This design comes from an exercise in tuning for small area on the open sky130 flow, not from production work. RTL that was checked went through simulation tests only; none was proved equivalent to the original. For runs 2 and 3, only the layout was checked, not whether the RTL still works.

==> flow/design.v <==
module AudioADC(
input AUD_BCLK,
input rst,
input AUD_ADCLRCK,
input AUD_ADCDAT,
output reg [15:0] dataL,
output reg [15:0] dataR
);
localparam START = 2'd0, WAIT = 2'd1, BITS = 2'd2, DONE = 2'd3;
reg [1:0] s;
reg [4:0] count;
reg [31:0] shift;
reg doneD;
always @(posedge AUD_BCLK or negedge rst)
begin
	if (rst == 0)
		begin
			s <= START;
			count <= 5'd31;
		end
	else
		case (s)
			START: s <= WAIT;
			WAIT:  if (AUD_ADCLRCK) s <= BITS;
			BITS:
				begin
					count <= count - 5'd1;  
					if (count == 5'd0) s <= DONE;
				end
			DONE:  s <= WAIT;
		endcase
end
always @(posedge AUD_BCLK)
begin
	shift <= {shift[30:0], AUD_ADCDAT};
	doneD <= (s == DONE);
	if (s == DONE)
		dataL <= shift[31:16];
	if (doneD)
		dataR <= shift[16:1];
end
endmodule
module AudioDAC(
input AUD_BCLK,
input rst,
input AUD_DACLRCK,
input [15:0] half,
output load,
output reg loadLo,
output AUD_DACDAT
);
localparam START = 2'd0, WAIT = 2'd1, BITS = 2'd2, DONE = 2'd3;
reg [1:0] s;
reg [4:0] count;
reg [31:0] sr;
reg msb;
assign load = (s == WAIT) & AUD_DACLRCK;
always @(posedge AUD_BCLK or negedge rst)
begin
	if (rst == 0)
		begin
			s <= START;
			count <= 5'd31;
		end
	else
		case (s)
			START: s <= WAIT;
			WAIT:  if (AUD_DACLRCK) s <= BITS;
			BITS:
				begin
					count <= count - 5'd1;  
					if (count == 5'd0) s <= DONE;
				end
			DONE:  s <= WAIT;
		endcase
end
always @(posedge AUD_BCLK)
begin
	loadLo <= load;
	if (load)
		msb <= half[15];
	if (load)
		sr <= {half, sr[14:0], sr[31]};
	else if (loadLo)
		sr <= {sr[30:16], half, sr[31]};
	else
		sr <= {sr[30:0], sr[31]};
end
assign AUD_DACDAT = (s == BITS) ? sr[31] : msb;
endmodule
module FxCore(
input [143:0] x,
input [15:0] dflt,
input lpf,
input hpf,
input comb,
input mavg,
output [15:0] y
);
wire [15:0] u0 = {~x[15], x[14:0]};
wire [15:0] u1 = {~x[31], x[30:16]};
wire [15:0] u2 = {~x[47], x[46:32]};
wire [15:0] u3 = {~x[63], x[62:48]};
wire [15:0] u4 = {~x[79], x[78:64]};
wire [15:0] u5 = {~x[95], x[94:80]};
wire [15:0] u6 = {~x[111], x[110:96]};
wire [15:0] u7 = {~x[127], x[126:112]};
wire [15:0] u8 = {~x[143], x[142:128]};
wire ncomb = ~comb;
wire hs1;
wire hc2;
wire fs3;
wire fc4;
wire fs5;
wire fc6;
wire fs7;
wire fc8;
wire fs9;
wire fc10;
wire fs11;
wire fc12;
wire fs13;
wire fc14;
wire fs15;
wire fc16;
wire fs17;
wire fc18;
wire fs19;
wire fc20;
wire fs21;
wire fc22;
wire fs23;
wire fc24;
wire fs25;
wire fc26;
wire fs27;
wire fc28;
wire fs29;
wire fc30;
wire fs31;
wire fc32;
wire hs33;
wire hc34;
wire fs35;
wire fc36;
wire fs37;
wire fc38;
wire fs39;
wire fc40;
wire fs41;
wire fc42;
wire fs43;
wire fc44;
wire fs45;
wire fc46;
wire fs47;
wire fc48;
wire fs49;
wire fc50;
wire fs51;
wire fc52;
wire fs53;
wire fc54;
wire fs55;
wire fc56;
wire fs57;
wire fc58;
wire fs59;
wire fc60;
wire fs61;
wire fc62;
wire fs63;
wire fc64;
wire hs65;
wire hc66;
wire fs67;
wire fc68;
wire fs69;
wire fc70;
wire fs71;
wire fc72;
wire fs73;
wire fc74;
wire fs75;
wire fc76;
wire fs77;
wire fc78;
wire fs79;
wire fc80;
wire fs81;
wire fc82;
wire fs83;
wire fc84;
wire fs85;
wire fc86;
wire fs87;
wire fc88;
wire fs89;
wire fc90;
wire fs91;
wire fc92;
wire fs93;
wire fc94;
wire fs95;
wire fc96;
wire hs97;
wire hc98;
wire fs99;
wire fc100;
wire fs101;
wire fc102;
wire fs103;
wire fc104;
wire fs105;
wire fc106;
wire fs107;
wire fc108;
wire fs109;
wire fc110;
wire fs111;
wire fc112;
wire fs113;
wire fc114;
wire fs115;
wire fc116;
wire fs117;
wire fc118;
wire fs119;
wire fc120;
wire fs121;
wire fc122;
wire fs123;
wire fc124;
wire fs125;
wire fc126;
wire fs127;
wire fc128;
wire [17:0] oa;
wire [17:0] ob;
wire [17:0] ea;
wire [17:0] eb;
wire fs129;
wire fc130;
wire fs131;
wire fc132;
wire hs133;
wire hc134;
wire fs135;
wire fc136;
wire hs137;
wire hc138;
wire fs139;
wire fc140;
wire hs141;
wire hc142;
wire fs143;
wire fc144;
wire hs145;
wire hc146;
wire fs147;
wire fc148;
wire hs149;
wire hc150;
wire fs151;
wire fc152;
wire hs153;
wire hc154;
wire fs155;
wire fc156;
wire hs157;
wire hc158;
wire fs159;
wire fc160;
wire hs161;
wire hc162;
wire fs163;
wire fc164;
wire hs165;
wire hc166;
wire fs167;
wire fc168;
wire hs169;
wire hc170;
wire fs171;
wire fc172;
wire hs173;
wire hc174;
wire fs175;
wire fc176;
wire hs177;
wire hc178;
wire fs179;
wire fc180;
wire hs181;
wire hc182;
wire fs183;
wire fc184;
wire hs185;
wire hc186;
wire fs187;
wire fc188;
wire fs189;
wire fc190;
wire fs191;
wire fc192;
wire hs193;
wire hc194;
wire fs195;
wire fc196;
wire hs197;
wire hc198;
wire hs199;
wire hc200;
wire fs201;
wire fc202;
wire fs203;
wire fc204;
wire fs205;
wire fc206;
wire fs207;
wire fc208;
wire fs209;
wire fc210;
wire fs211;
wire fc212;
wire fs213;
wire fc214;
wire fs215;
wire fc216;
wire fs217;
wire fc218;
wire fs219;
wire fc220;
wire fs221;
wire fc222;
wire fs223;
wire fc224;
wire fs225;
wire fc226;
wire fs227;
wire fc228;
wire fs229;
wire fc230;
wire fs231;
wire fc232;
wire fs233;
wire fc234;
wire hs235;
wire hc236;
wire fs237;
wire fc238;
wire fs239;
wire fc240;
wire fs241;
wire fc242;
wire fs243;
wire fc244;
wire fs245;
wire fc246;
wire fs247;
wire fc248;
wire fs249;
wire fc250;
wire fs251;
wire fc252;
wire fs253;
wire fc254;
wire fs255;
wire fc256;
wire fs257;
wire fc258;
wire fs259;
wire fc260;
wire fs261;
wire fc262;
wire fs263;
wire fc264;
wire fs265;
wire fc266;
wire fs267;
wire fc268;
wire fs269;
wire fc270;
wire fs271;
wire fc272;
wire [19:0] sa;
wire [19:0] sb;
wire [15:0] p = comb ? u0 : (lpf | hpf | mavg) ? u4 : {~dflt[15], dflt[14:0]};
wire [17:0] qa = {18{lpf | mavg}} & oa;
wire [17:0] qb = {18{lpf | mavg}} & ob;
wire [17:0] ra = {{2{mavg}} & ea[17:16], ({16{mavg}} & ea[15:0]) | ({16{hpf}} & ~ea[15:0]) | ({16{comb}} & ~u8)};
wire [17:0] rb = {{2{mavg}} & eb[17:16], ({16{mavg}} & eb[15:0]) | ({16{hpf}} & ~eb[15:0])};
assign hs1 = u1[0] ^ u3[0];
assign hc2 = u1[0] & u3[0];
assign fs3 = u1[1] ^ u3[1] ^ u5[1];
assign fc4 = (u1[1] & u3[1]) | (u5[1] & (u1[1] ^ u3[1]));
assign fs5 = u1[2] ^ u3[2] ^ u5[2];
assign fc6 = (u1[2] & u3[2]) | (u5[2] & (u1[2] ^ u3[2]));
assign fs7 = u1[3] ^ u3[3] ^ u5[3];
assign fc8 = (u1[3] & u3[3]) | (u5[3] & (u1[3] ^ u3[3]));
assign fs9 = u1[4] ^ u3[4] ^ u5[4];
assign fc10 = (u1[4] & u3[4]) | (u5[4] & (u1[4] ^ u3[4]));
assign fs11 = u1[5] ^ u3[5] ^ u5[5];
assign fc12 = (u1[5] & u3[5]) | (u5[5] & (u1[5] ^ u3[5]));
assign fs13 = u1[6] ^ u3[6] ^ u5[6];
assign fc14 = (u1[6] & u3[6]) | (u5[6] & (u1[6] ^ u3[6]));
assign fs15 = u1[7] ^ u3[7] ^ u5[7];
assign fc16 = (u1[7] & u3[7]) | (u5[7] & (u1[7] ^ u3[7]));
assign fs17 = u1[8] ^ u3[8] ^ u5[8];
assign fc18 = (u1[8] & u3[8]) | (u5[8] & (u1[8] ^ u3[8]));
assign fs19 = u1[9] ^ u3[9] ^ u5[9];
assign fc20 = (u1[9] & u3[9]) | (u5[9] & (u1[9] ^ u3[9]));
assign fs21 = u1[10] ^ u3[10] ^ u5[10];
assign fc22 = (u1[10] & u3[10]) | (u5[10] & (u1[10] ^ u3[10]));
assign fs23 = u1[11] ^ u3[11] ^ u5[11];
assign fc24 = (u1[11] & u3[11]) | (u5[11] & (u1[11] ^ u3[11]));
assign fs25 = u1[12] ^ u3[12] ^ u5[12];
assign fc26 = (u1[12] & u3[12]) | (u5[12] & (u1[12] ^ u3[12]));
assign fs27 = u1[13] ^ u3[13] ^ u5[13];
assign fc28 = (u1[13] & u3[13]) | (u5[13] & (u1[13] ^ u3[13]));
assign fs29 = u1[14] ^ u3[14] ^ u5[14];
assign fc30 = (u1[14] & u3[14]) | (u5[14] & (u1[14] ^ u3[14]));
assign fs31 = u1[15] ^ u3[15] ^ u5[15];
assign fc32 = (u1[15] & u3[15]) | (u5[15] & (u1[15] ^ u3[15]));
assign hs33 = hs1 ^ u5[0];
assign hc34 = hs1 & u5[0];
assign fs35 = fs3 ^ u7[1] ^ hc2;
assign fc36 = (fs3 & u7[1]) | (hc2 & (fs3 ^ u7[1]));
assign fs37 = fs5 ^ u7[2] ^ fc4;
assign fc38 = (fs5 & u7[2]) | (fc4 & (fs5 ^ u7[2]));
assign fs39 = fs7 ^ u7[3] ^ fc6;
assign fc40 = (fs7 & u7[3]) | (fc6 & (fs7 ^ u7[3]));
assign fs41 = fs9 ^ u7[4] ^ fc8;
assign fc42 = (fs9 & u7[4]) | (fc8 & (fs9 ^ u7[4]));
assign fs43 = fs11 ^ u7[5] ^ fc10;
assign fc44 = (fs11 & u7[5]) | (fc10 & (fs11 ^ u7[5]));
assign fs45 = fs13 ^ u7[6] ^ fc12;
assign fc46 = (fs13 & u7[6]) | (fc12 & (fs13 ^ u7[6]));
assign fs47 = fs15 ^ u7[7] ^ fc14;
assign fc48 = (fs15 & u7[7]) | (fc14 & (fs15 ^ u7[7]));
assign fs49 = fs17 ^ u7[8] ^ fc16;
assign fc50 = (fs17 & u7[8]) | (fc16 & (fs17 ^ u7[8]));
assign fs51 = fs19 ^ u7[9] ^ fc18;
assign fc52 = (fs19 & u7[9]) | (fc18 & (fs19 ^ u7[9]));
assign fs53 = fs21 ^ u7[10] ^ fc20;
assign fc54 = (fs21 & u7[10]) | (fc20 & (fs21 ^ u7[10]));
assign fs55 = fs23 ^ u7[11] ^ fc22;
assign fc56 = (fs23 & u7[11]) | (fc22 & (fs23 ^ u7[11]));
assign fs57 = fs25 ^ u7[12] ^ fc24;
assign fc58 = (fs25 & u7[12]) | (fc24 & (fs25 ^ u7[12]));
assign fs59 = fs27 ^ u7[13] ^ fc26;
assign fc60 = (fs27 & u7[13]) | (fc26 & (fs27 ^ u7[13]));
assign fs61 = fs29 ^ u7[14] ^ fc28;
assign fc62 = (fs29 & u7[14]) | (fc28 & (fs29 ^ u7[14]));
assign fs63 = fs31 ^ u7[15] ^ fc30;
assign fc64 = (fs31 & u7[15]) | (fc30 & (fs31 ^ u7[15]));
assign hs65 = u0[0] ^ u2[0];
assign hc66 = u0[0] & u2[0];
assign fs67 = u0[1] ^ u2[1] ^ u6[1];
assign fc68 = (u0[1] & u2[1]) | (u6[1] & (u0[1] ^ u2[1]));
assign fs69 = u0[2] ^ u2[2] ^ u6[2];
assign fc70 = (u0[2] & u2[2]) | (u6[2] & (u0[2] ^ u2[2]));
assign fs71 = u0[3] ^ u2[3] ^ u6[3];
assign fc72 = (u0[3] & u2[3]) | (u6[3] & (u0[3] ^ u2[3]));
assign fs73 = u0[4] ^ u2[4] ^ u6[4];
assign fc74 = (u0[4] & u2[4]) | (u6[4] & (u0[4] ^ u2[4]));
assign fs75 = u0[5] ^ u2[5] ^ u6[5];
assign fc76 = (u0[5] & u2[5]) | (u6[5] & (u0[5] ^ u2[5]));
assign fs77 = u0[6] ^ u2[6] ^ u6[6];
assign fc78 = (u0[6] & u2[6]) | (u6[6] & (u0[6] ^ u2[6]));
assign fs79 = u0[7] ^ u2[7] ^ u6[7];
assign fc80 = (u0[7] & u2[7]) | (u6[7] & (u0[7] ^ u2[7]));
assign fs81 = u0[8] ^ u2[8] ^ u6[8];
assign fc82 = (u0[8] & u2[8]) | (u6[8] & (u0[8] ^ u2[8]));
assign fs83 = u0[9] ^ u2[9] ^ u6[9];
assign fc84 = (u0[9] & u2[9]) | (u6[9] & (u0[9] ^ u2[9]));
assign fs85 = u0[10] ^ u2[10] ^ u6[10];
assign fc86 = (u0[10] & u2[10]) | (u6[10] & (u0[10] ^ u2[10]));
assign fs87 = u0[11] ^ u2[11] ^ u6[11];
assign fc88 = (u0[11] & u2[11]) | (u6[11] & (u0[11] ^ u2[11]));
assign fs89 = u0[12] ^ u2[12] ^ u6[12];
assign fc90 = (u0[12] & u2[12]) | (u6[12] & (u0[12] ^ u2[12]));
assign fs91 = u0[13] ^ u2[13] ^ u6[13];
assign fc92 = (u0[13] & u2[13]) | (u6[13] & (u0[13] ^ u2[13]));
assign fs93 = u0[14] ^ u2[14] ^ u6[14];
assign fc94 = (u0[14] & u2[14]) | (u6[14] & (u0[14] ^ u2[14]));
assign fs95 = u0[15] ^ u2[15] ^ u6[15];
assign fc96 = (u0[15] & u2[15]) | (u6[15] & (u0[15] ^ u2[15]));
assign hs97 = hs65 ^ u6[0];
assign hc98 = hs65 & u6[0];
assign fs99 = fs67 ^ u8[1] ^ hc66;
assign fc100 = (fs67 & u8[1]) | (hc66 & (fs67 ^ u8[1]));
assign fs101 = fs69 ^ u8[2] ^ fc68;
assign fc102 = (fs69 & u8[2]) | (fc68 & (fs69 ^ u8[2]));
assign fs103 = fs71 ^ u8[3] ^ fc70;
assign fc104 = (fs71 & u8[3]) | (fc70 & (fs71 ^ u8[3]));
assign fs105 = fs73 ^ u8[4] ^ fc72;
assign fc106 = (fs73 & u8[4]) | (fc72 & (fs73 ^ u8[4]));
assign fs107 = fs75 ^ u8[5] ^ fc74;
assign fc108 = (fs75 & u8[5]) | (fc74 & (fs75 ^ u8[5]));
assign fs109 = fs77 ^ u8[6] ^ fc76;
assign fc110 = (fs77 & u8[6]) | (fc76 & (fs77 ^ u8[6]));
assign fs111 = fs79 ^ u8[7] ^ fc78;
assign fc112 = (fs79 & u8[7]) | (fc78 & (fs79 ^ u8[7]));
assign fs113 = fs81 ^ u8[8] ^ fc80;
assign fc114 = (fs81 & u8[8]) | (fc80 & (fs81 ^ u8[8]));
assign fs115 = fs83 ^ u8[9] ^ fc82;
assign fc116 = (fs83 & u8[9]) | (fc82 & (fs83 ^ u8[9]));
assign fs117 = fs85 ^ u8[10] ^ fc84;
assign fc118 = (fs85 & u8[10]) | (fc84 & (fs85 ^ u8[10]));
assign fs119 = fs87 ^ u8[11] ^ fc86;
assign fc120 = (fs87 & u8[11]) | (fc86 & (fs87 ^ u8[11]));
assign fs121 = fs89 ^ u8[12] ^ fc88;
assign fc122 = (fs89 & u8[12]) | (fc88 & (fs89 ^ u8[12]));
assign fs123 = fs91 ^ u8[13] ^ fc90;
assign fc124 = (fs91 & u8[13]) | (fc90 & (fs91 ^ u8[13]));
assign fs125 = fs93 ^ u8[14] ^ fc92;
assign fc126 = (fs93 & u8[14]) | (fc92 & (fs93 ^ u8[14]));
assign fs127 = fs95 ^ u8[15] ^ fc94;
assign fc128 = (fs95 & u8[15]) | (fc94 & (fs95 ^ u8[15]));
assign oa = {1'b0, fc32, fs63, fs61, fs59, fs57, fs55, fs53, fs51, fs49, fs47, fs45, fs43, fs41, fs39, fs37, fs35, hs33};
assign ob = {1'b0, fc64, fc62, fc60, fc58, fc56, fc54, fc52, fc50, fc48, fc46, fc44, fc42, fc40, fc38, fc36, hc34, u7[0]};
assign ea = {1'b0, fc96, fs127, fs125, fs123, fs121, fs119, fs117, fs115, fs113, fs111, fs109, fs107, fs105, fs103, fs101, fs99, hs97};
assign eb = {1'b0, fc128, fc126, fc124, fc122, fc120, fc118, fc116, fc114, fc112, fc110, fc108, fc106, fc104, fc102, fc100, hc98, u8[0]};
assign fs129 = p[0] ^ qa[0] ^ qb[0];
assign fc130 = (p[0] & qa[0]) | (qb[0] & (p[0] ^ qa[0]));
assign fs131 = p[1] ^ qa[1] ^ qb[1];
assign fc132 = (p[1] & qa[1]) | (qb[1] & (p[1] ^ qa[1]));
assign hs133 = ra[1] ^ rb[1];
assign hc134 = ra[1] & rb[1];
assign fs135 = p[2] ^ qa[2] ^ qb[2];
assign fc136 = (p[2] & qa[2]) | (qb[2] & (p[2] ^ qa[2]));
assign hs137 = ra[2] ^ rb[2];
assign hc138 = ra[2] & rb[2];
assign fs139 = p[3] ^ qa[3] ^ qb[3];
assign fc140 = (p[3] & qa[3]) | (qb[3] & (p[3] ^ qa[3]));
assign hs141 = ra[3] ^ rb[3];
assign hc142 = ra[3] & rb[3];
assign fs143 = p[4] ^ qa[4] ^ qb[4];
assign fc144 = (p[4] & qa[4]) | (qb[4] & (p[4] ^ qa[4]));
assign hs145 = ra[4] ^ rb[4];
assign hc146 = ra[4] & rb[4];
assign fs147 = p[5] ^ qa[5] ^ qb[5];
assign fc148 = (p[5] & qa[5]) | (qb[5] & (p[5] ^ qa[5]));
assign hs149 = ra[5] ^ rb[5];
assign hc150 = ra[5] & rb[5];
assign fs151 = p[6] ^ qa[6] ^ qb[6];
assign fc152 = (p[6] & qa[6]) | (qb[6] & (p[6] ^ qa[6]));
assign hs153 = ra[6] ^ rb[6];
assign hc154 = ra[6] & rb[6];
assign fs155 = p[7] ^ qa[7] ^ qb[7];
assign fc156 = (p[7] & qa[7]) | (qb[7] & (p[7] ^ qa[7]));
assign hs157 = ra[7] ^ rb[7];
assign hc158 = ra[7] & rb[7];
assign fs159 = p[8] ^ qa[8] ^ qb[8];
assign fc160 = (p[8] & qa[8]) | (qb[8] & (p[8] ^ qa[8]));
assign hs161 = ra[8] ^ rb[8];
assign hc162 = ra[8] & rb[8];
assign fs163 = p[9] ^ qa[9] ^ qb[9];
assign fc164 = (p[9] & qa[9]) | (qb[9] & (p[9] ^ qa[9]));
assign hs165 = ra[9] ^ rb[9];
assign hc166 = ra[9] & rb[9];
assign fs167 = p[10] ^ qa[10] ^ qb[10];
assign fc168 = (p[10] & qa[10]) | (qb[10] & (p[10] ^ qa[10]));
assign hs169 = ra[10] ^ rb[10];
assign hc170 = ra[10] & rb[10];
assign fs171 = p[11] ^ qa[11] ^ qb[11];
assign fc172 = (p[11] & qa[11]) | (qb[11] & (p[11] ^ qa[11]));
assign hs173 = ra[11] ^ rb[11];
assign hc174 = ra[11] & rb[11];
assign fs175 = p[12] ^ qa[12] ^ qb[12];
assign fc176 = (p[12] & qa[12]) | (qb[12] & (p[12] ^ qa[12]));
assign hs177 = ra[12] ^ rb[12];
assign hc178 = ra[12] & rb[12];
assign fs179 = p[13] ^ qa[13] ^ qb[13];
assign fc180 = (p[13] & qa[13]) | (qb[13] & (p[13] ^ qa[13]));
assign hs181 = ra[13] ^ rb[13];
assign hc182 = ra[13] & rb[13];
assign fs183 = p[14] ^ qa[14] ^ qb[14];
assign fc184 = (p[14] & qa[14]) | (qb[14] & (p[14] ^ qa[14]));
assign hs185 = ra[14] ^ rb[14];
assign hc186 = ra[14] & rb[14];
assign fs187 = p[15] ^ qa[15] ^ qb[15];
assign fc188 = (p[15] & qa[15]) | (qb[15] & (p[15] ^ qa[15]));
assign fs189 = ra[15] ^ rb[15] ^ ncomb;
assign fc190 = (ra[15] & rb[15]) | (ncomb & (ra[15] ^ rb[15]));
assign fs191 = qa[16] ^ qb[16] ^ ra[16];
assign fc192 = (qa[16] & qb[16]) | (ra[16] & (qa[16] ^ qb[16]));
assign hs193 = rb[16] ^ 1'b1;
assign hc194 = rb[16] & 1'b1;
assign fs195 = qa[17] ^ qb[17] ^ ra[17];
assign fc196 = (qa[17] & qb[17]) | (ra[17] & (qa[17] ^ qb[17]));
assign hs197 = rb[17] ^ 1'b1;
assign hc198 = rb[17] & 1'b1;
assign hs199 = fs129 ^ ra[0];
assign hc200 = fs129 & ra[0];
assign fs201 = fs131 ^ hs133 ^ hpf;
assign fc202 = (fs131 & hs133) | (hpf & (fs131 ^ hs133));
assign fs203 = fs135 ^ hs137 ^ fc132;
assign fc204 = (fs135 & hs137) | (fc132 & (fs135 ^ hs137));
assign fs205 = fs139 ^ hs141 ^ fc136;
assign fc206 = (fs139 & hs141) | (fc136 & (fs139 ^ hs141));
assign fs207 = fs143 ^ hs145 ^ fc140;
assign fc208 = (fs143 & hs145) | (fc140 & (fs143 ^ hs145));
assign fs209 = fs147 ^ hs149 ^ fc144;
assign fc210 = (fs147 & hs149) | (fc144 & (fs147 ^ hs149));
assign fs211 = fs151 ^ hs153 ^ fc148;
assign fc212 = (fs151 & hs153) | (fc148 & (fs151 ^ hs153));
assign fs213 = fs155 ^ hs157 ^ fc152;
assign fc214 = (fs155 & hs157) | (fc152 & (fs155 ^ hs157));
assign fs215 = fs159 ^ hs161 ^ fc156;
assign fc216 = (fs159 & hs161) | (fc156 & (fs159 ^ hs161));
assign fs217 = fs163 ^ hs165 ^ fc160;
assign fc218 = (fs163 & hs165) | (fc160 & (fs163 ^ hs165));
assign fs219 = fs167 ^ hs169 ^ fc164;
assign fc220 = (fs167 & hs169) | (fc164 & (fs167 ^ hs169));
assign fs221 = fs171 ^ hs173 ^ fc168;
assign fc222 = (fs171 & hs173) | (fc168 & (fs171 ^ hs173));
assign fs223 = fs175 ^ hs177 ^ fc172;
assign fc224 = (fs175 & hs177) | (fc172 & (fs175 ^ hs177));
assign fs225 = fs179 ^ hs181 ^ fc176;
assign fc226 = (fs179 & hs181) | (fc176 & (fs179 ^ hs181));
assign fs227 = fs183 ^ hs185 ^ fc180;
assign fc228 = (fs183 & hs185) | (fc180 & (fs183 ^ hs185));
assign fs229 = fs187 ^ fs189 ^ fc184;
assign fc230 = (fs187 & fs189) | (fc184 & (fs187 ^ fs189));
assign fs231 = fs191 ^ hs193 ^ fc188;
assign fc232 = (fs191 & hs193) | (fc188 & (fs191 ^ hs193));
assign fs233 = fs195 ^ hs197 ^ fc192;
assign fc234 = (fs195 & hs197) | (fc192 & (fs195 ^ hs197));
assign hs235 = hs199 ^ rb[0];
assign hc236 = hs199 & rb[0];
assign fs237 = fs201 ^ fc130 ^ hc200;
assign fc238 = (fs201 & fc130) | (hc200 & (fs201 ^ fc130));
assign fs239 = fs203 ^ hc134 ^ fc202;
assign fc240 = (fs203 & hc134) | (fc202 & (fs203 ^ hc134));
assign fs241 = fs205 ^ hc138 ^ fc204;
assign fc242 = (fs205 & hc138) | (fc204 & (fs205 ^ hc138));
assign fs243 = fs207 ^ hc142 ^ fc206;
assign fc244 = (fs207 & hc142) | (fc206 & (fs207 ^ hc142));
assign fs245 = fs209 ^ hc146 ^ fc208;
assign fc246 = (fs209 & hc146) | (fc208 & (fs209 ^ hc146));
assign fs247 = fs211 ^ hc150 ^ fc210;
assign fc248 = (fs211 & hc150) | (fc210 & (fs211 ^ hc150));
assign fs249 = fs213 ^ hc154 ^ fc212;
assign fc250 = (fs213 & hc154) | (fc212 & (fs213 ^ hc154));
assign fs251 = fs215 ^ hc158 ^ fc214;
assign fc252 = (fs215 & hc158) | (fc214 & (fs215 ^ hc158));
assign fs253 = fs217 ^ hc162 ^ fc216;
assign fc254 = (fs217 & hc162) | (fc216 & (fs217 ^ hc162));
assign fs255 = fs219 ^ hc166 ^ fc218;
assign fc256 = (fs219 & hc166) | (fc218 & (fs219 ^ hc166));
assign fs257 = fs221 ^ hc170 ^ fc220;
assign fc258 = (fs221 & hc170) | (fc220 & (fs221 ^ hc170));
assign fs259 = fs223 ^ hc174 ^ fc222;
assign fc260 = (fs223 & hc174) | (fc222 & (fs223 ^ hc174));
assign fs261 = fs225 ^ hc178 ^ fc224;
assign fc262 = (fs225 & hc178) | (fc224 & (fs225 ^ hc178));
assign fs263 = fs227 ^ hc182 ^ fc226;
assign fc264 = (fs227 & hc182) | (fc226 & (fs227 ^ hc182));
assign fs265 = fs229 ^ hc186 ^ fc228;
assign fc266 = (fs229 & hc186) | (fc228 & (fs229 ^ hc186));
assign fs267 = fs231 ^ fc190 ^ fc230;
assign fc268 = (fs231 & fc190) | (fc230 & (fs231 ^ fc190));
assign fs269 = fs233 ^ hc194 ^ fc232;
assign fc270 = (fs233 & hc194) | (fc232 & (fs233 ^ hc194));
assign fs271 = fc196 ^ hc198 ^ fc234;
assign fc272 = (fc196 & hc198) | (fc234 & (fc196 ^ hc198));
assign sa = {1'b1, fs271, fs269, fs267, fs265, fs263, fs261, fs259, fs257, fs255, fs253, fs251, fs249, fs247, fs245, fs243, fs241, fs239, fs237, hs235};
assign sb = {fc272, fc270, fc268, fc266, fc264, fc262, fc260, fc258, fc256, fc254, fc252, fc250, fc248, fc246, fc244, fc242, fc240, fc238, hc236, comb};
wire [20:0] cc;    
wire [19:0] s0;    
wire [19:0] s;
assign cc[0] = 1'b0;
assign cc[7] = 1'b0;
assign cc[13] = 1'b0;
genvar gi;
generate for (gi = 0; gi < 20; gi = gi + 1) begin : rca
	assign s0[gi] = sa[gi] ^ sb[gi] ^ cc[gi];
	if (gi != 6 && gi != 12)
		assign cc[gi+1] = (sa[gi] & sb[gi]) | (cc[gi] & (sa[gi] ^ sb[gi]));
end endgenerate
assign s[6:0] = s0[6:0];
wire cin7 = (sa[6] & sb[6]) | (cc[6] & (sa[6] ^ sb[6]));
wire [13:7] ones7;   
assign ones7[7] = 1'b1;
generate for (gi = 7; gi < 13; gi = gi + 1) begin : inc7
	assign ones7[gi+1] = ones7[gi] & s0[gi];
	assign s[gi] = s0[gi] ^ (cin7 & ones7[gi]);
end endgenerate
wire cout13 = (sa[12] & sb[12]) | (cc[12] & (sa[12] ^ sb[12]));
wire cin13 = cout13 | (cin7 & ones7[13]);
wire [20:13] ones13;   
assign ones13[13] = 1'b1;
generate for (gi = 13; gi < 20; gi = gi + 1) begin : inc13
	assign ones13[gi+1] = ones13[gi] & s0[gi];
	assign s[gi] = s0[gi] ^ (cin13 & ones13[gi]);
end endgenerate
wire negfrac = s[19] & (s[2:0] != 3'd0);
wire [16:0] aones;   
wire [15:0] avg;
assign aones[0] = 1'b1;
genvar ai;
generate for (ai = 0; ai < 16; ai = ai + 1) begin : div
	assign aones[ai+1] = aones[ai] & s[ai+3];
	assign avg[ai] = s[ai+3] ^ (negfrac & aones[ai]);
end endgenerate
assign y = mavg ? avg : s[15:0];
endmodule
module AudioEffects(
input AUD_BCLK,
input rst,
input sw1,
input sw2,
input sw3,
input sw4,
input sw5,
input AUD_ADCDAT,
input AUD_ADCLRCK,
input AUD_DACLRCK,
output AUD_DACDAT
);
wire [15:0] adcL, adcR;
wire dacLoad;
wire phase;         
wire dacBit;
AudioADC myADC(
.AUD_BCLK(AUD_BCLK),
.rst(rst),
.AUD_ADCLRCK(AUD_ADCLRCK),
.AUD_ADCDAT(AUD_ADCDAT),
.dataL(adcL),
.dataR(adcR)
);
reg [143:0] lineL;
reg [143:0] lineR;
reg shiftR;
always @(posedge AUD_BCLK)
begin
	shiftR <= AUD_DACLRCK;
	if (AUD_DACLRCK == 1)
		lineL <= {lineL[127:0], adcL};
	if (shiftR == 1)
		lineR <= {lineR[127:0], adcR};
end
reg [3:0] selD;
always @(posedge AUD_BCLK)
	selD <= {sw5, sw4, sw3, sw2};
wire [3:0] sel = phase ? selD : {sw5, sw4, sw3, sw2};
wire [143:0] x = phase ? lineR : lineL;
wire [15:0] dflt = phase ? adcR : adcL;
wire [15:0] half;
FxCore core(.x(x), .dflt(dflt),
	.lpf(sel == 4'b1000), .hpf(sel == 4'b0100), .comb(sel == 4'b0010), .mavg(sel == 4'b0001),
	.y(half));
AudioDAC myDAC(
.AUD_BCLK(AUD_BCLK),
.rst(rst),
.AUD_DACLRCK(AUD_DACLRCK),
.half(half),
.load(dacLoad),
.loadLo(phase),
.AUD_DACDAT(dacBit)
);
assign AUD_DACDAT = sw1 & dacBit;
endmodule
==> flow/run.sh <==
#!/bin/bash
# synth_recipe.tcl (not shown) runs the flow's synth.tcl, then flattens the netlist and writes it again
# the make line also repeats each setting of config.mk as NAME=value (left out here)
make -C /OpenROAD-flow-scripts/flow DESIGN_CONFIG=/design/flow/config.mk WORK_HOME=/design/flow/orfs CLKGATE_MAP_FILE= SYNTH_SCRIPT=/design/flow/synth_recipe.tcl finish
==> flow/config.mk <==
export PLATFORM = sky130hd
export DESIGN_NAME = AudioEffects
export DESIGN_NICKNAME = AudioEffects
export VERILOG_FILES = /design/flow/design.v
export SDC_FILE = /design/flow/constraint.sdc
export NUM_CORES = 4
export LEC_CHECK = 0
export ABC_AREA = 1
export CAP_MARGIN = 20
export CORE_MARGIN = 2
export CORE_UTILIZATION = 40
export CTS_BUF_LIST = sky130_fd_sc_hd__clkbuf_16
export CTS_CLUSTER_DIAMETER = 110
export CTS_CLUSTER_SIZE = 30
export SLEW_MARGIN = 20
==> flow/constraint.sdc <==
create_clock -name core_clock -period 10.0 [get_ports {AUD_BCLK}]
set_input_delay 2.0000 -clock core_clock [delete_from_list [all_inputs] [get_ports {AUD_BCLK}]]
set_output_delay 2.0000 -clock core_clock [all_outputs]
set_load 0.01 [all_outputs]
==> flow_summary.ini, run 1 <==
[timing]
tns_ns = 0
whs_ns = 0.347
fmax_mhz = 111
finalSetupViolCount = 0
min_period_ns = 8.97
drv_slew = 0
fin_worst_skew_ns = 0.0190
rsz0062_at_grt = no
slew_headroom = 0.300
post-route-period-util = 0.897
finalHoldViolations = 0
max_slew.worst_pin.slew_ns = 1.05

[cts]
cts_buffers = 17
cts_buffer_depth = 3
clkTransAtPathRegs_ns = 0.10
cts.sinks = 406
cts_tree = yes
worstSkewPairLatency_ns = 0.54
postCtsSetupRepairBufs = 0
ctsResizeCount = 0
cts_root_buffer = clkbuf_16
htreeDepth = 1
cts_hold_buf = 0

[routing]
dr.pass1.iters = 5
wl_per_cell_microns = 17.8
route.detailed.drc = 0
ant_nets = 0
drtIter0Drc = 792
drt-total-wl_microns = 36300
num_vias = 10017
via_per_inst = 4.91

[cells_and_area]
syn2layout_area_growth_pct = 6.86
drive_above_1_share = 0.0559
diodes = 0
fin_nets = 1594
num-fill-cells = 4216
layout_common_cells = edfxtp_1 (321), nand2_1 (287), inv_1 (142)
final_common_cell = edfxtp_1

[global_routing]
use_met3 = 0.0205
grt_pass1_vias = 10293
met1_usage = 0.226
antenna_found_initial = 0
top_usage_layer = met2
grt_pass1_wl_microns = 57600
grt_overflow = 0
grtUsageTotal = 0.154
grt_max_degree = 94
met2_usage = 0.249

[logic_synthesis]
ys_ff_latch = 406
synth_nets = 1597
yosys_most_used_dff = edfxtp_1
yosysUniqueCellTypes = 40
yosys.area.top_type_share = 0.514
syn_inst = 1425
synthTopCellsByArea = edfxtp_1 (51%), fa_1 (14%), dfxtp_1 (7.6%), nand2_1 (5.7%), mux2i_1 (5.3%)
syn_avg_cell_area_sq_um = 13.2
seq_area_frac_synth = 0.609
yosysWarnings = 3
async_flop_share = 0.0345
synth-edff-count = 321
synth_area_sq_um = 18700
synth_top_area_cell = edfxtp_1

[placed_design]
io_buffers = 10
gp_congestion = 0.843
dp_hpwl_microns = 25000

[setup_path]
crit_top_cell = fa_1
critical_path_required_ns = 10.30
crit_path_end_kind = register
cp.arrival_ns = 9.28
cpPeakStageDelay_ns = 0.55
crit_path_start_kind = primary input
critPathKind = primary input to register
crit_fanout = 19
slowest_stage = fa_1

[floorplan]
chipWidth_microns = 220
die_area_sq_um = 48600
die_y_microns = 220
initial_utilization = 0.404
core.rowCount = 79
core-area_sq_um = 46400
io_pins = 11

[status]
status = timing/DRC/antenna clean

[job]
drv_cap = 0

[hold_path]
holdCritPathClass = register to register
[registers in the layout (all words and copies together), names as in the netlist]
name          count
lineL           144
lineR           144
myADC.count       5
myADC.doneD       1
myDAC.msb         1
myDAC.s           2
myDAC.sr         32
shiftR            1
myADC.dataR      16
myADC.shift      32
myDAC.loadLo      1
selD              4
myADC.s           2
myDAC.count       5
myADC.dataL      16
[Yosys cell counts (4+ instances only)]
| library cell | number |
|---|---|
| nor2_2 | 5 |
| inv_2 | 8 |
| fa_1 | 127 |
| xor2_1 | 8 |
| o21ai_1 | 27 |
| a31oi_1 | 11 |
| o21ai_0 | 41 |
| or2_2 | 8 |
| edfxtp_1 | 321 |
| nand4_1 | 5 |
| nand2_1 | 287 |
| clkbuf_1 | 26 |
| nor2_1 | 60 |
| buf_1 | 8 |
| or2_1 | 4 |
| o211ai_1 | 15 |
| a21oi_1 | 7 |
| buf_2 | 10 |
| nand3_1 | 68 |
| dfrtp_1 | 4 |
| xnor2_1 | 5 |
| inv_1 | 132 |
| mux2i_1 | 99 |
| dfxtp_1 | 71 |
| dfstp_2 | 10 |
| ha_1 | 35 |
[logic make-up after synthesis]
logic type               Yosys count  share of synthesized area
AO/OA/AOI/OAI                    109                     0.0331
XOR/XNOR                          13                    0.00607
adder cells (fa/ha/maj)          162                      0.159
buffers and inverters            191                     0.0404
flip-flops                       406                      0.609
multiplexers                      99                     0.0529
AND/OR/NAND/NOR                  445                     0.0991
[routing by layer]
metal,share of wire,up-vias
li1,-,4795
met1,0.49,5018
met2,0.46,171
met3,0.035,33
met4,0.015,0
met5,0,-
[worst paths after layout]
| kind | endpoint | startpoint | depth (start not counted) | slack (ns) |
|---|---|---|---|---|
| worst max-delay path | myDAC.msb | sw4 | 33 | 1.03 |
| worst min-delay path | myADC.shift[1] | myADC.shift[0] | 0 | 0.35 |
| worst max register to register | myDAC.msb | myDAC.loadLo | 34 | 1.37 |
| worst min register to register | myADC.shift[1] | myADC.shift[0] | 0 | 0.35 |
| max in group asynchronous | myADC.s[0] | rst | 1 | 7.76 |
| min in group asynchronous | myDAC.s[0] | rst | 1 | 1.84 |
[cell type report]
cell class                 instances  area, sq um  area share
multi-input combinational        828         6560       0.328
inverter                         143          539      0.0269
tap                              607          759      0.0379
clock inverter                    12         78.8     0.00394
timing repair buffer              26          234      0.0117
sequential                       406        11400       0.571
clock buffer                      17          425      0.0212
[critical path, delay by kind of cell]
kind,cells,cell delay (ns)
buf+inv,6,1.02
fa+ha+maj,10,3.99
compound gates,2,0.41
xor+xnor,1,0.16
simple gates,14,1.69
[through the flow]
| step | std cells | instance area [sq um] | setup WS, ns | utilization |
|---|---|---|---|---|
| after floorplan | 1425 | 18700 | 1.52 | - |
| after global placement | 2010 | 19500 | 0.598 | 0.421 |
| after detailed placement | 2010 | 19500 | 0.444 | 0.421 |
| after CTS | 2039 | 20000 | 1.01 | 0.432 |
| after global routing | 2039 | 20000 | 0.531 | 0.432 |
| final | 2039 | 20000 | 1.03 | 0.432 |
==> run 2, diff against run 1 <==
--- a/flow/design.v
+++ b/flow/design.v
@@ -92,3 +92,2 @@
 input [143:0] x,
-input [15:0] dflt,
 input lpf,
@@ -387,3 +386,3 @@
 wire [19:0] sb;
-wire [15:0] p = comb ? u0 : (lpf | hpf | mavg) ? u4 : {~dflt[15], dflt[14:0]};
+wire [15:0] p = comb ? u0 : u4;
 wire [17:0] qa = {18{lpf | mavg}} & oa;
@@ -751,6 +750,6 @@
 wire [15:0] dflt = phase ? adcR : adcL;
-wire [15:0] half;
-FxCore core(.x(x), .dflt(dflt),
-	.lpf(sel == 4'b1000), .hpf(sel == 4'b0100), .comb(sel == 4'b0010), .mavg(sel == 4'b0001),
-	.y(half));
+wire isFx = (sel == 4'b1000) | (sel == 4'b0100) | (sel == 4'b0010) | (sel == 4'b0001);
+wire [15:0] fx;
+FxCore core(.x(x), .lpf(sel[3]), .hpf(sel[2]), .comb(sel[1]), .mavg(sel[0]), .y(fx));
+wire [15:0] half = isFx ? fx : dflt;
 AudioDAC myDAC(
--- a/flow/config.mk
+++ b/flow/config.mk
@@ -7,3 +7,2 @@
 export LEC_CHECK = 0
-export ABC_AREA = 1
 export CAP_MARGIN = 20
@@ -12,4 +11,4 @@
 export CTS_BUF_LIST = sky130_fd_sc_hd__clkbuf_16
-export CTS_CLUSTER_DIAMETER = 110
-export CTS_CLUSTER_SIZE = 30
+export CTS_CLUSTER_DIAMETER = 100
+export CTS_CLUSTER_SIZE = 24
 export SLEW_MARGIN = 20
==> flow_summary.ini, run 2 <==
[global_routing]
grt_overflow = 0
antenna_found_initial = 0
grtUsageTotal = 0.150
grt_pass1_wl_microns = 58300
grt_max_degree = 77
grt_pass1_vias = 10120

[routing]
drt-total-wl_microns = 36200
num_vias = 9770
route.detailed.drc = 0
via_per_inst = 5.19
dr.pass1.iters = 5
wl_per_cell_microns = 19.2
ant_nets = 0
drtIter0Drc = 789

[placed_design]
gp_congestion = 0.833
dp_slack_ns = 0.234
dp_hpwl_microns = 25400
io_buffers = 10
dp_cells = 1852

[cts]
cts_buffer_depth = 3
cts_tree = yes
htreeDepth = 1
cts.sinks = 406
postCtsSetupRepairBufs = 0
clkTransAtPathRegs_ns = 0.09
worstSkewPairLatency_ns = 0.55
cts_root_buffer = clkbuf_16
ctsResizeCount = 0
cts_buffers = 20
cts_hold_buf = 0

[timing]
rsz0062_at_grt = no
max_slew.worst_pin.slew_ns = 1.01
fmax_mhz = 109
slew_headroom = 0.326
tns_ns = 0
min_period_ns = 9.16
drv_slew = 0
finalSetupViolCount = 0
post-route-period-util = 0.916
fin_worst_skew_ns = 0.0196
setup_ws_ns = 0.840
finalHoldViolations = 0

[cells_and_area]
diodes = 0
drive_above_1_share = 0.0924
final_common_cell = edfxtp_1
fin_nets = 1441
layout_common_cells = edfxtp_1 (321), fa_1 (127), mux2i_1 (116)
top_regs = lineL (144), lineR (144)
fin_cells = 1884
syn2layout_area_growth_pct = 7.76

[logic_synthesis]
yosysUniqueCellTypes = 68
synth-edff-count = 321
seq_area_frac_synth = 0.603
yosys.area.top_type_share = 0.509
ys_ff_latch = 406
yosys_most_used_dff = edfxtp_1
synth.most_common_cell = edfxtp_1
synthTopCellsByArea = edfxtp_1 (51%), fa_1 (13%), dfxtp_1 (7.5%), mux2i_1 (6.2%), mux2_2 (2.6%)
async_flop_share = 0.0345
synth_nets = 1433
synth_area_sq_um = 18900
syn_inst = 1260
yosysWarnings = 3
syn_avg_cell_area_sq_um = 15.0
synth_common_cells = edfxtp_1 (321), fa_1 (127), mux2i_1 (118)
synth_top_area_cell = edfxtp_1

[floorplan]
initial_utilization = 0.406
core.rowCount = 79
die_y_microns = 222
die_area_sq_um = 49100
core-area_sq_um = 46700
io_pins = 11
chipWidth_microns = 222

[hold_path]
holdCritPathClass = register to register

[setup_path]
crit_path_start_kind = primary input
crit_path_end_kind = register
critical_path_required_ns = 10.26
critPathKind = primary input to register
cp.arrival_ns = 9.42
crit_fanout = 6

[job]
drv_cap = 0

[status]
status = timing/DRC/antenna clean
==> run 2: changes by cell type in the layout (fill, tap and decap cells not counted), sizes merged, moves of 15 or more <==
cell | before | now
and2 | 0 | 23
a211oi | 0 | 17
nand2 | 291 | 55
o21ai | 69 | 36
mux2i | 99 | 119
inv | 151 | 89
nor2b | 0 | 15
nor2 | 67 | 51
a21oi | 7 | 63
nand3 | 70 | 7
mux2 | 0 | 44
==> run 2: critical path, stage by stage <==
cell,delay [ns]
clkdlybuf4s50_1,0.44
mux2i_2,0.24
clkinv_1,0.23
a211oi_1,0.28
a21oi_1,0.10
fa_1,0.53
fa_1,0.56
inv_1,0.06
fa_1,0.54
inv_1,0.05
ha_1,0.20
fa_1,0.38
fa_1,0.38
fa_1,0.38
fa_1,0.39
fa_1,0.52
a41oi_2,0.34
inv_1,0.09
ha_1,0.21
xor2_1,0.29
nor3_1,0.08
and4_1,0.22
maj3_1,0.45
mux2i_1,0.32
a22oi_1,0.14
==> run 2: cell type report <==
cell class                 count  area (sq um)
clock buffer                  20           500
clock inverter                11          53.8
fill                        4200         26300
inverter                      80           300
multi-input combinational    722          7010
sequential                   406         11400
tap                          607           759
timing repair buffer          38           344
==> run 2: kinds of logic after synthesis <==
family,count (synthesis),synth area share
AO/OA/AOI/OAI,182,0.0626
XOR/XNOR,16,0.00740
adder cells (fa/ha/maj),164,0.159
buffers and inverters,132,0.0270
flip-flops,406,0.603
multiplexers,163,0.0893
AND/OR/NAND/NOR,197,0.0517
==> run 2: final timing paths <==
path                       slack, ns            start  cells past startpoint              end
hold reg to reg                 0.35  myADC.shift[29]                      0  myADC.shift[30]
hold / removal                  0.35  myADC.shift[29]                      0  myADC.shift[30]
setup / recovery                0.84              sw3                     25        myDAC.msb
min in group asynchronous       1.82              rst                      1       myDAC.s[0]
setup reg to reg                1.02     myDAC.loadLo                     26        myDAC.msb
max in group asynchronous       7.80              rst                      1       myADC.s[0]
==> run 2: layer usage <==
| metal | vias up | wire length [microns] | GRT usage |
|---|---|---|---|
| met5 | - | 0 | 0 |
| met4 | 0 | 799 | 0.0347 |
| met3 | 41 | 1440 | 0.0195 |
| met2 | 209 | 15600 | 0.219 |
| met1 | 4960 | 18400 | 0.237 |
| li1 | 4560 | - | - |
==> run 2: per-stage QoR <==
| stage | area [sq um] | utilization | hold slack, ns |
|---|---|---|---|
| floorplan | 18900 | - | 0.310 |
| global placement | 19800 | 0.425 | 0.332 |
| detailed placement | 19800 | 0.425 | 0.334 |
| CTS | 20400 | 0.437 | 0.352 |
| global route | 20400 | 0.437 | 0.356 |
| finish | 20400 | 0.437 | 0.352 |
==> run 3, diff against run 2 <==
--- a/flow/config.mk
+++ b/flow/config.mk
@@ -7,2 +7,3 @@
 export LEC_CHECK = 0
+export ABC_AREA = 1
 export CAP_MARGIN = 20
==> flow_summary.ini, run 3 <==
[global_routing]
grt_pass1_vias = 10716
grt_max_degree = 80
top_usage_layer = met2
grtUsageTotal = 0.155
use_met3 = 0.0177
grt_overflow = 0
antenna_found_initial = 0
grt_pass1_wl_microns = 60100
met2_usage = 0.245
met1_usage = 0.232

[setup_path]
slowest_stage = fa_1
r2r_cells = 33
crit_fanout = 9
crit_top_cell = fa_1
crit_path_start_kind = primary input
path_buf_inv = 4
cp.arrival_ns = 9.24
cp_num_cells = 32
cpPeakStageDelay_ns = 0.54
crit_path_end_kind = register
critical_path_required_ns = 10.45
critPathKind = primary input to register
critPathTopFamily = adder cells

[cells_and_area]
fin_nets = 1645
syn2layout_area_growth_pct = 7.57
fin_cells = 2093
layout_common_cells = edfxtp_1 (321), nand2_1 (316), inv_1 (157)
top_regs = lineL (144), lineR (144)
final_common_cell = edfxtp_1
diodes = 0
num-fill-cells = 4290
seq_area_sq_um = 11400
multiInputGateArea_sq_um = 6740
drive_above_1_share = 0.0686
fin_util = 0.436

[logic_synthesis]
async_flop_share = 0.0345
synth_nets = 1641
synth_area_sq_um = 18900
syn_avg_cell_area_sq_um = 12.9
synth.most_common_cell = edfxtp_1
synth-edff-count = 321
ys_ff_latch = 406
syn_inst = 1468
yosys_most_used_dff = edfxtp_1
synth_common_cells = edfxtp_1 (321), nand2_1 (316), inv_1 (143)
seq_area_frac_synth = 0.604
synthTopCellsByArea = edfxtp_1 (51%), fa_1 (13%), dfxtp_1 (7.5%), nand2_1 (6.3%), mux2i_1 (4.6%)
synth_top_area_cell = edfxtp_1
yosysUniqueCellTypes = 43
yosysWarnings = 3
yosys.area.top_type_share = 0.509

[cts]
cts_buffers = 20
worstSkewPairLatency_ns = 0.56
ctsResizeCount = 0
htreeDepth = 1
cts_hold_buf = 0
cts.sinks = 406
postCtsSetupRepairBufs = 0
cts_buffer_depth = 3
cts_root_buffer = clkbuf_16
cts_tree = yes
clkTransAtPathRegs_ns = 0.10

[timing]
rsz0062_at_grt = no
max_slew.worst_pin.slew_ns = 1.07
post-route-period-util = 0.879
finalHoldViolations = 0
slew_headroom = 0.284
finalSetupViolCount = 0
fin_worst_skew_ns = 0.0250
min_period_ns = 8.79
tns_ns = 0
drv_slew = 0
fmax_mhz = 114

[routing]
drtIter0Drc = 875
ant_nets = 0
via_per_inst = 4.94
drt-total-wl_microns = 37200
route.detailed.drc = 0
dr.pass1.iters = 6
num_vias = 10340
wl_per_cell_microns = 17.8

[placed_design]
dp_hpwl_microns = 25500
io_buffers = 10
dp_cells = 2057
gp_congestion = 0.820

[hold_path]
whs_path_depth = 0
holdCritPathClass = register to register

[floorplan]
die_y_microns = 221
core-area_sq_um = 46700
core.rowCount = 79
die_area_sq_um = 49100
io_pins = 11
chipWidth_microns = 221
initial_utilization = 0.406

[status]
status = timing/DRC/antenna clean

[job]
drv_cap = 0
run 3: changes by cell type in the layout (fill, tap and decap cells not counted), moves of 15 or more:
cell      before  now
o211ai_1       3   24
nand2_1       55  316
or2_2          1   16
and2_1        23    0
mux2i_1      116   87
a21oi_1       62   12
nor2b_1       15    0
a211oi_1      17    0
inv_1         89  157
o21ai_1        3   18
nand3_1        7   31
mux2_2        44    0
nor2_1        51   75
run 3: metrics by stage:
| step | cell area (sq um) | hold slack, ns | worst slack [ns] |
|---|---|---|---|
| floorplan | 18900 | 0.310 | 1.28 |
| global placement | 19800 | 0.314 | 0.723 |
| detailed placement | 19800 | 0.314 | 0.605 |
| CTS | 20400 | 0.337 | 1.23 |
| global route | 20400 | 0.354 | 0.726 |
| finish | 20400 | 0.334 | 1.21 |
run 3: logic make-up (layout without fill, tap and decap cells):
| logic type | Yosys count | in the layout | share of synthesized area |
|---|---|---|---|
| buf+inv | 199 | 217 | 0.0407 |
| simple gates | 469 | 469 | 0.103 |
| mux | 87 | 87 | 0.0460 |
| xor+xnor | 15 | 15 | 0.00694 |
| compound gates | 129 | 129 | 0.0412 |
| flops | 406 | 406 | 0.604 |
| fa+ha+maj | 163 | 163 | 0.158 |
run 3: layout make-up:
cell class	count	area share
inverters	148	0.0273
multi-input cells	863	0.331
flip-flops and latches	406	0.562
clock inverters	15	0.00277
repair buffers	33	0.0141
clock buffers	21	0.0258
well taps	607	0.0373
run 3: layer usage:
metal | part of all wire | vias to the layer above
li1 | - | 4935
met1 | 0.48 | 5165
met2 | 0.46 | 197
met3 | 0.041 | 43
met4 | 0.018 | 0
met5 | 0 | -
run 3: worst paths after layout:
check,startpoint,to,slack (ns)
setup / recovery,sw2,myDAC.sr[16],1.21
hold / removal,myADC.shift[0],myADC.shift[1],0.33
setup reg to reg,myDAC.loadLo,myDAC.sr[16],1.54
hold reg to reg,myADC.shift[0],myADC.shift[1],0.33
max in group asynchronous,rst,myADC.s[0],7.77
min in group asynchronous,rst,myADC.s[1],1.83
==> run 4, diff against run 3 <==
--- a/flow/design.v
+++ b/flow/design.v
@@ -92,2 +92,3 @@
 input [143:0] x,
+input [15:0] dflt,
 input lpf,
@@ -386,3 +387,3 @@
 wire [19:0] sb;
-wire [15:0] p = comb ? u0 : u4;
+wire [15:0] p = comb ? u0 : (lpf | hpf | mavg) ? u4 : {~dflt[15], dflt[14:0]};
 wire [17:0] qa = {18{lpf | mavg}} & oa;
@@ -750,6 +751,6 @@
 wire [15:0] dflt = phase ? adcR : adcL;
-wire isFx = (sel == 4'b1000) | (sel == 4'b0100) | (sel == 4'b0010) | (sel == 4'b0001);
-wire [15:0] fx;
-FxCore core(.x(x), .lpf(sel[3]), .hpf(sel[2]), .comb(sel[1]), .mavg(sel[0]), .y(fx));
-wire [15:0] half = isFx ? fx : dflt;
+wire [15:0] half;
+FxCore core(.x(x), .dflt(dflt),
+	.lpf(sel == 4'b1000), .hpf(sel == 4'b0100), .comb(sel == 4'b0010), .mavg(sel == 4'b0001),
+	.y(half));
 AudioDAC myDAC(
==> flow/flow/run.sh (new file) <==
#!/bin/bash
# Standard layout with two changes: clock tree without dummy loads, and
# ports buffered with buf_2 cells.  Each tool's output is in orfs/logs;
# standard.sh's own output goes to standard.log.
set -e
cp standard.sh standard_sh.log
export CTS_ARGS="-sink_clustering_enable -repair_clock_nets -sink_clustering_size 24 -sink_clustering_max_diameter 100 -buf_list sky130_fd_sc_hd__clkbuf_16 -dont_use_dummy_load"
export BUFFER_PORTS_ARGS="-buffer_cell sky130_fd_sc_hd__buf_2"
bash standard.sh > standard.log 2>&1
==> flow/standard.sh (new file) <==
#!/bin/bash
# synth_recipe.tcl (not shown) runs the flow's synth.tcl, then flattens the netlist and writes it again
# the make line also repeats each setting of config.mk as NAME=value (left out here)
make -C /OpenROAD-flow-scripts/flow DESIGN_CONFIG=/design/flow/config.mk WORK_HOME=/design/flow/orfs CLKGATE_MAP_FILE= SYNTH_SCRIPT=/design/flow/synth_recipe.tcl "${@:-finish}"
removed: flow/run.sh
==> flow_summary.ini, run 4 <==
[setup_path]
critPathKind = primary input to register
cp.arrival_ns = 9.00
slowest_stage = fa_1
crit_fanout = 14
cp-endpoint = myDAC.sr[16]
crit_path_start = sw4
regToRegSetupSlack_ns = 1.54
crit_path_start_kind = primary input
crit_path_end_kind = register
crit_top_cell = fa_1
r2r-start = myDAC.loadLo
rr_endpoint = myDAC.sr[16]
r2r_cells = 26
cpPeakStageDelay_ns = 0.54
critical_path_required_ns = 10.44

[logic_synthesis]
syn_inst = 1425
synth-edff-count = 321
yosys_most_used_dff = edfxtp_1
synth_area_sq_um = 18700
synth_top_area_cell = edfxtp_1
yosysWarnings = 3
yosys.area.top_type_share = 0.514
synth.most_common_cell = edfxtp_1
synthTopCellsByArea = edfxtp_1 (51%), fa_1 (14%), dfxtp_1 (7.6%), nand2_1 (5.7%), mux2i_1 (5.3%)
syn_avg_cell_area_sq_um = 13.2
yosysUniqueCellTypes = 40
async_flop_share = 0.0345
synth_nets = 1597
ys_ff_latch = 406
seq_area_frac_synth = 0.609
synth_common_cells = edfxtp_1 (321), nand2_1 (287), inv_1 (132)

[routing]
via_per_inst = 4.94
wl_per_cell_microns = 17.6
drtIter0Drc = 760
wl_met3_microns = 1470
dr.pass1.iters = 5
top_layer_used = met4
m1WireLength_microns = 17200
wl_met2_microns = 16600
route.detailed.drc = 0
num_vias = 10053
drt-total-wl_microns = 35900
ant_nets = 0

[global_routing]
grtUsageTotal = 0.153
grt_pass1_vias = 10383
grt_overflow = 0
grt_pass1_wl_microns = 57500
antenna_found_initial = 1
grt_max_degree = 64

[floorplan]
chipWidth_microns = 220
core-area_sq_um = 46400
initial_utilization = 0.404
die_area_sq_um = 48600
die_y_microns = 220
core.rowCount = 79
io_pins = 11

[cts]
clkTransAtPathRegs_ns = 0.09
cts_hold_buf = 0
cts.sinks = 406
htreeDepth = 1
worstSkewPairLatency_ns = 0.56
cts_buffers = 21
ctsResizeCount = 0
cts_tree = yes
postCtsSetupRepairBufs = 0
cts_buffer_depth = 3
cts_root_buffer = clkbuf_16

[timing]
setup_ws_ns = 1.44
slew_headroom = 0.318
finalHoldViolations = 0
drv_slew = 0
min_period_ns = 8.56
tns_ns = 0
finalSetupViolCount = 0
whs_ns = 0.335
post-route-period-util = 0.856
rsz0062_at_grt = no
max_slew.worst_pin.slew_ns = 1.02
fmax_mhz = 117
fin_worst_skew_ns = 0.0328

[cells_and_area]
diodes = 0
top_regs = lineL (144), lineR (144)
layout_common_cells = edfxtp_1 (321), nand2_1 (287), inv_1 (132)
fin_nets = 1601
drive_above_1_share = 0.0659
fin_util = 0.432
syn2layout_area_growth_pct = 6.79
final_common_cell = edfxtp_1

[placed_design]
gp_congestion = 0.854
dp_hpwl_microns = 25000
io_buffers = 10
dp_slack_ns = 0.837

[job]
drv_cap = 0

[status]
status = timing/DRC/antenna clean

[hold_path]
holdCritPathClass = register to register
[run 4: changes by cell type in the layout (fill, tap and decap cells not counted), moves of 4 or more]
cell,delta
o21ai_1,+9
nand3_1,+37
mux2i_1,+12
a31oi_1,-5
inv_1,-25
nand2_1,-29
buf_2,+9
o211ai_1,-9
clkdlybuf4s50_1,-9
nor2_1,-15
a21oi_1,-5
or2_2,-8
nor3_1,-4
[run 4: cell families (layout without fill, tap and decap cells)]
| family | Yosys count | after routing | synth area share |
|---|---|---|---|
| simple gates | 445 | 445 | 0.0991 |
| flops | 406 | 406 | 0.609 |
| buf+inv | 191 | 193 | 0.0404 |
| fa+ha+maj | 162 | 162 | 0.159 |
| compound gates | 109 | 109 | 0.0331 |
| mux | 99 | 99 | 0.0529 |
| xor+xnor | 13 | 13 | 0.00607 |
[run 4: area by class of cell]
class / instances / area [sq um]
clock buffer: 21 / 526
tap: 607 / 759
multi-input combinational: 828 / 6560
fill: 4232 / 26300
inverter: 143 / 539
timing repair buffer: 29 / 199
sequential: 406 / 11400
[run 4: layer usage]
metal,vias to the layer above,track usage
li1,4800,-
met1,5057,0.221
met2,160,0.245
met3,36,0.0249
met4,0,0.0291
met5,-,0
[run 4: worst min path at each step]
stage                   startpoint              to  slack, ns  depth (start not counted)
detailed placement  myADC.shift[0]  myADC.shift[1]       0.32                          0
floorplan           myADC.shift[0]  myADC.shift[1]       0.31                          0
CTS                 myADC.shift[0]  myADC.shift[1]       0.34                          0
global placement    myADC.shift[0]  myADC.shift[1]       0.32                          0
global route        myADC.shift[0]  myADC.shift[1]       0.35                          0
finish              myADC.shift[0]  myADC.shift[1]       0.34                          0
[run 4: stage by stage]
step	area [sq um]	cells
5_1_grt	20000	2034
2_1_floorplan	18700	1425
3_3_place_gp	19500	2013
3_5_place_dp	19500	2013
4_1_cts	20000	2034
6_report	20000	2034
[run 4: critical path, delay by kind of cell]
| kind | cells | cell delay [ns] |
|---|---|---|
| buf+inv | 6 | 0.75 |
| simple gates | 12 | 1.50 |
| fa+ha+maj | 10 | 4.07 |
| compound gates | 3 | 0.66 |
==> run 5, diff against run 4 <==
==> flow/flow/run.sh (replaced) <==
#!/bin/bash
# Standard layout with two changes: clock tree without dummy loads, and
# ports buffered with buf_1 cells.  Each tool's output is in orfs/logs;
# standard.sh's own output goes to standard.log.
set -e
cp standard.sh standard_sh.log
export CTS_ARGS="-sink_clustering_enable -repair_clock_nets -sink_clustering_size 30 -sink_clustering_max_diameter 110 -buf_list sky130_fd_sc_hd__clkbuf_16 -dont_use_dummy_load"
export BUFFER_PORTS_ARGS="-buffer_cell sky130_fd_sc_hd__buf_1"
bash standard.sh > standard.log 2>&1
--- a/flow/config.mk
+++ b/flow/config.mk
@@ -12,4 +12,4 @@
 export CTS_BUF_LIST = sky130_fd_sc_hd__clkbuf_16
-export CTS_CLUSTER_DIAMETER = 100
-export CTS_CLUSTER_SIZE = 24
+export CTS_CLUSTER_DIAMETER = 110
+export CTS_CLUSTER_SIZE = 30
 export SLEW_MARGIN = 20
==> flow_summary.ini, run 5 <==
[routing]
drtIter0Drc = 890
wl_per_cell_microns = 17.9
num_vias = 10098
ant_nets = 0
route.detailed.drc = 0
drt-total-wl_microns = 36400
via_per_inst = 4.98
dr.pass1.iters = 7

[logic_synthesis]
seq_area_frac_synth = 0.609
syn_inst = 1425
synth_area_sq_um = 18700
async_flop_share = 0.0345
synthTopCellsByArea = edfxtp_1 (51%), fa_1 (14%), dfxtp_1 (7.6%), nand2_1 (5.7%), mux2i_1 (5.3%)
yosys.area.top_type_share = 0.514
yosys_most_used_dff = edfxtp_1
ys_ff_latch = 406
synth_nets = 1597
synth_top_area_cell = edfxtp_1
yosysUniqueCellTypes = 40
synth-edff-count = 321
yosysWarnings = 3
syn_avg_cell_area_sq_um = 13.2
synth_common_cells = edfxtp_1 (321), nand2_1 (287), inv_1 (132)
synth.most_common_cell = edfxtp_1

[cells_and_area]
fin_nets = 1594
layout_common_cells = edfxtp_1 (321), nand2_1 (287), inv_1 (132)
diodes = 0
fin_area_sq_um = 19900
final_common_cell = edfxtp_1
syn2layout_area_growth_pct = 6.12
top_regs = lineL (144), lineR (144)
drive_above_1_share = 0.0549

[timing]
tns_ns = 0
slew_headroom = 0.301
finalHoldViolations = 0
drv_slew = 0
fin_worst_skew_ns = 0.0339
finalSetupViolCount = 0
fmax_mhz = 116
post-route-period-util = 0.865
max_slew.worst_pin.slew_ns = 1.05
min_period_ns = 8.65
rsz0062_at_grt = no

[setup_path]
regToRegSetupSlack_ns = 1.46
r2r_cells = 36
cp.arrival_ns = 9.11
crit_path_end_kind = register
crit_path_start_kind = primary input
critPathKind = primary input to register
cpPeakStageDelay_ns = 0.54
crit_fanout = 12
critical_path_required_ns = 10.46
crit_top_cell = fa_1
slowest_stage = fa_1

[floorplan]
core.rowCount = 79
initial_utilization = 0.404
io_pins = 11
core-area_sq_um = 46400
chipWidth_microns = 220
die_area_sq_um = 48600
die_y_microns = 220

[cts]
cts_buffers = 17
worstSkewPairLatency_ns = 0.55
cts_buffer_depth = 3
cts.sinks = 406
postCtsSetupRepairBufs = 0
ctsResizeCount = 0
clkTransAtPathRegs_ns = 0.12
htreeDepth = 1
cts_hold_buf = 0
cts_tree = yes
cts_root_buffer = clkbuf_16

[placed_design]
gp_congestion = 0.857
io_buffers = 10
dp_hpwl_microns = 25400
placed_area_sq_um = 19500

[global_routing]
antenna_found_initial = 1
grt_pass1_wl_microns = 58500
grtUsageTotal = 0.155
grt_pass1_vias = 10450
grt_overflow = 0
grt_max_degree = 75

[status]
status = timing/DRC/antenna clean

[job]
drv_cap = 0

[hold_path]
holdCritPathClass = register to register
whs_path_depth = 0
==> run 5: cell families (layout without fill, tap and decap cells) <==
family,after synthesis,count (layout),synth area share
buffers and inverters,191,186,0.0404
multiplexers,99,99,0.0529
XOR/XNOR,13,13,0.00607
AND/OR/NAND/NOR,445,445,0.0991
flip-flops,406,406,0.609
AO/OA/AOI/OAI,109,109,0.0331
adder cells (fa/ha/maj),162,162,0.159
==> run 5: cell type report <==
| type | count | area [sq um] |
|---|---|---|
| clock buffers | 17 | 425 |
| fillers | 4238 | 26500 |
| inverters | 143 | 539 |
| multi-input cells | 828 | 6560 |
| flip-flops and latches | 406 | 11400 |
| well taps | 607 | 759 |
| repair buffers | 26 | 174 |
==> run 5: path summary, 6_finish.rpt <==
kind / start / to
max in group asynchronous: rst / myDAC.s[0]
worst max register to register: myDAC.loadLo / myDAC.sr[16]
min in group asynchronous: rst / myADC.s[1]
worst max-delay path: sw4 / myDAC.sr[16]
worst min register to register: myADC.shift[0] / myADC.shift[1]
worst min-delay path: myADC.shift[0] / myADC.shift[1]
==> run 5: worst max-delay path: cells and delay by family <==
family                   cells  cell delay [ns]
adder cells (fa/ha/maj)     10             3.99
XOR/XNOR                     1             0.16
AO/OA/AOI/OAI                2             0.37
AND/OR/NAND/NOR             17             2.00
buffers and inverters        5             0.58
==> run 5: through the flow <==
stage	std cells	util	setup slack, ns	hold slack, ns
floorplan	1425	-	1.52	0.310
global placement	2010	0.420	0.929	0.314
detailed placement	2010	0.420	0.775	0.329
CTS	2027	0.429	1.36	0.352
global route	2027	0.429	0.801	0.355
finish	2027	0.429	1.35	0.345
==> run 5: per-layer routing <==
layer / GRT usage / vias to the layer above / routed length, microns
li1: - / 4779 / -
met1: 0.227 / 5104 / 17100
met2: 0.253 / 187 / 17200
met3: 0.0199 / 28 / 1610
met4: 0.0239 / 0 / 454
met5: 0 / - / 0

re-timing with driven ports:
The flow's constraints put no driver on any port. The routed layouts listed below were extracted and timed again, unchanged, in two steps.
Step 1 sets driving cells, clkbuf_16 on the clock port and buf_2 on the other inputs (assumed; they add their load-dependent delay and slew).
Step 2 also shifts input and output timing later by t, the mid clock arrival at the registers, as if the neighbouring blocks saw the same clock.
Three values: ideal ports, drivers, drivers and shift; two values: the first two.
| run | t, ns | slack for setup (ns) | worst setup path after step 2 | pins driven straight from the clock port |
|---|---|---|---|---|
| run 1 | 0.591 | 1.026 / 1.055 / 0.464 | input to register | 1 |
| run 2 | 0.597 | 0.840 / 0.874 / 0.277 | input to register | 1 |
| run 3 | 0.601 | 1.211 / 1.245 / 0.645 | input to register | 1 |
| run 4 | 0.596 | 1.438 / 1.458 / 0.862 | input to register | 1 |
| run 5 | 0.586 | 1.351 / 1.378 / 0.792 | input to register | 1 |
After both steps every run listed still meets setup and hold. The setup slack of run 4, which loses most, moves by +0.020 ns with the drivers and by -0.576 ns with both steps.
